Source: an optimization exercise on an open RTL-to-GDS flow (aim: small area and a short achievable clock period). Production flows keep margins and buffers that such runs may drop. Where RTL was checked, it was by simulation tests only, not by an equivalence proof against the original. Power and IR drop assume default switching activity. The clock port is modelled as an ideal driver; clocking choices that lean on that would not hold on a real chip.

==> inputs of 04-06 <==
==> flow/design.v (excerpt) <==
module pipelined_boothe_multiplier #(
    parameter WIDTH = 32
) (
    input clk,
    input reset,
    input en,
    input [WIDTH - 1: 0] md,
    input [WIDTH - 1: 0] mr,
    output [(2 * WIDTH) - 1: 0] s_result
);
Settings: LEC_CHECK=0, CAP_MARGIN=20, CORE_MARGIN=2, CORE_UTILIZATION=60, CTS_CLUSTER_DIAMETER=100, CTS_CLUSTER_SIZE=30, PLACE_DENSITY=0.7, SETUP_SLACK_MARGIN=2.8, SLEW_MARGIN=20, SYNTH_HIERARCHICAL=1, SYNTH_MINIMUM_KEEP_SIZE=0; clock period 5.0 ns.
run.sh (not shown) runs the stock make flow with config.mk's settings and CLKGATE_MAP_FILE= SYNTH_SCRIPT=/design/flow/synth_recipe.tcl, a recipe that flattens the netlist after the stock synthesis.
==> 03-14: changes against 04-06 <==
--- a/flow/config.mk
+++ b/flow/config.mk
@@ -10,6 +10,6 @@
 export CORE_UTILIZATION = 60
-export CTS_CLUSTER_DIAMETER = 100
-export CTS_CLUSTER_SIZE = 30
+export CTS_CLUSTER_DIAMETER = 160
+export CTS_CLUSTER_SIZE = 32
 export PLACE_DENSITY = 0.7
-export SETUP_SLACK_MARGIN = 2.8
+export SETUP_SLACK_MARGIN = 2.85
 export SLEW_MARGIN = 20
==> comparison <==
Between 03-14 and 04-06, the lower register-to-register slack is in 04-06 (gap 40 ps). Against 03-14, the worst hold slack of 04-06 is worse by 5.3 ps. Against 03-14, the global-route usage of 04-06 is higher by 0.10 points. Die area is the same in 03-14 and 04-06. Sequential power is about the same in 04-06 and 03-14.

* * *

==> build 79 <==
pipelined_boothe_multiplier, a different RTL version from the one above (not shown whole).
export LEC_CHECK = 0
export CAP_MARGIN = 20
export CORE_MARGIN = 2
export CORE_UTILIZATION = 60
export CTS_CLUSTER_DIAMETER = 50
export CTS_CLUSTER_SIZE = 40
export PLACE_DENSITY = 0.7
export SETUP_SLACK_MARGIN = 2.8
export SLEW_MARGIN = 20
export SYNTH_HIERARCHICAL = 1
export SYNTH_MINIMUM_KEEP_SIZE = 0
create_clock -name core_clock -period 5.0 [get_ports {clk}]
==> trial 21: changes against build 79 <==
- CTS_CLUSTER_DIAMETER: 50 -> unset
- CTS_CLUSTER_SIZE: 40 -> unset
- SETUP_SLACK_MARGIN: 2.8 -> 2.9
==> trial 62: changes against build 79 <==
- CTS_CLUSTER_DIAMETER: 50 -> 100
- CTS_CLUSTER_SIZE: 40 -> 30
==> impl_metrics.tcl <==
set metrics [dict create \
    status "no timing/DRC/antenna violations" \
    seq_cell_power_w 0.0309 \
    antenna_found_initial 0 \
    multi_input_area_share_pct 35.2 \
    critPathMaxStageDelay_ns 0.35 \
    min_to "s11[31]" \
    slew_headroom_pct 31.2 \
    seqCellArea_um2 47900 \
    use_met2_pct 31.2 \
    drt-initial-drc-count 1566 \
    sh_seq_area_pct 57.2 \
    critPathLaunch "s5[26]" \
]
[end of results for trial 62]
==> impl_metrics.tcl <==
set metrics [dict create \
    drt-initial-drc-count 1326 \
    seqCellArea_um2 48000 \
    slew_headroom_pct 57.6 \
    sh_seq_area_pct 53.2 \
    antenna_found_initial 3 \
    critPathLaunch "s32[36]" \
    status "no timing/DRC/antenna violations" \
]
[end of results for trial 21]
==> impl_metrics.tcl <==
set metrics [dict create \
    status "no timing/DRC/antenna violations" \
    sh_seq_area_pct 55.3 \
    antenna_found_initial 0 \
    critPathMaxStageDelay_ns 0.38 \
    seq_cell_power_w 0.0310 \
    drt-initial-drc-count 1566 \
    multi_input_area_share_pct 34.1 \
    use_met2_pct 32.2 \
    slew_headroom_pct 28.8 \
    min_to "s8[51]" \
    ys_ff_latch 2371 \
    seqCellArea_um2 47900 \
]
[end of results for build 79]
Function was not checked in any run of this note: the RTL went through the layout flow alone.

* * *

==> amber <==
Another version of the RTL of pipelined_boothe_multiplier (not shown whole).
Settings: LEC_CHECK=0, CAP_MARGIN=20, CORE_MARGIN=2, CORE_UTILIZATION=60, CTS_CLUSTER_DIAMETER=100, CTS_CLUSTER_SIZE=30, PLACE_DENSITY=0.7, SETUP_SLACK_MARGIN=2.85, SLEW_MARGIN=20, SYNTH_HIERARCHICAL=1, SYNTH_MINIMUM_KEEP_SIZE=0, TNS_END_PERCENT=30; clock period 5.0 ns.
==> raven (differences from amber) <==
- CTS_BUF_LIST: not set -> sky130_fd_sc_hd__clkbuf_16 sky130_fd_sc_hd__clkbuf_8
- CTS_CLUSTER_SIZE: 30 -> 24
- TNS_END_PERCENT: 30 -> 60
==> comparison <==
Between raven and amber, the lower sequential share of layout area is in raven (gap 0.31 points). In synthesized cell count, raven and amber do not differ. In cell count, amber and raven hardly differ. In amber the worst setup slack is higher than in raven, by 13 ps. In amber the maximum frequency is higher than in raven, by 0.61%.
==> figures <==
|  | raven | amber |
|---|---|---|
| Run status | no timing/DRC/antenna violations | no timing/DRC/antenna violations |
| Power share of the clock group | 0.152 | 0.144 |
| Largest fanout on the critical path | 1 | 19 |
| # nets final | 6108 | 6092 |
| Worst Hold Slack | 292 ps | 316 ps |
| Total via count in the routed design | 38.9k | 38.7k |
| Fmax | 459 MHz | 462 MHz |
| Met1 layer wirelength in the final routing | 54400 um | 53700 um |
| Depth of the worst register-to-register path | 6 | 5 |
| Pwr/cell area | 745 nW/um2 | 741 nW/um2 |
| Endpoint type of the worst setup path | primary output | register |
| Minimum clock period | 2180 ps | 2160 ps |

-- port drivers added, routing unchanged --
The flow's constraints put no driver on any port. The routed layouts listed below were extracted and timed again, unchanged, in two steps. Step 1 (the two cells are an assumption about what drives the block):
set clk [get_ports {clk}]
set_driving_cell -lib_cell sky130_fd_sc_hd__clkbuf_16 $clk
set_driving_cell -lib_cell sky130_fd_sc_hd__buf_2 [delete_from_list [all_inputs] $clk]
Step 2 moves the port delays by t, midway between the first and last clock arrival at a register: inputs arrive t later, outputs are due t later. That takes back most of the time a late clock gives input paths. Slacks: ideal ports / drivers / drivers and shift; pairs: ideal ports / drivers.
| run | t (ns) | setup slack, ns | worst setup path at the end |
|---|---|---|---|
| 04-06 | 0.783 | 2.832 / 2.760 / 2.395 | input to register |
| 03-14 | 0.791 | 2.841 / 2.765 / 2.397 | input to register |
| build 79 | 0.849 | 2.689 / 2.620 / 2.578 | input to register |
| trial 21 | 0.853 | 2.700 / 2.630 / 2.534 | input to register |
| trial 62 | 0.792 | 2.666 / 2.666 / 2.514 | input to register |
| amber | 0.768 | 2.837 / 2.779 / 2.554 | input to register |
| raven | 0.780 | 2.823 / 2.754 / 2.517 | input to register |
After both steps every run listed still meets setup and hold. For 03-14, which loses most, drivers alone change the setup slack by -0.076 ns; drivers and shift together by -0.444 ns.
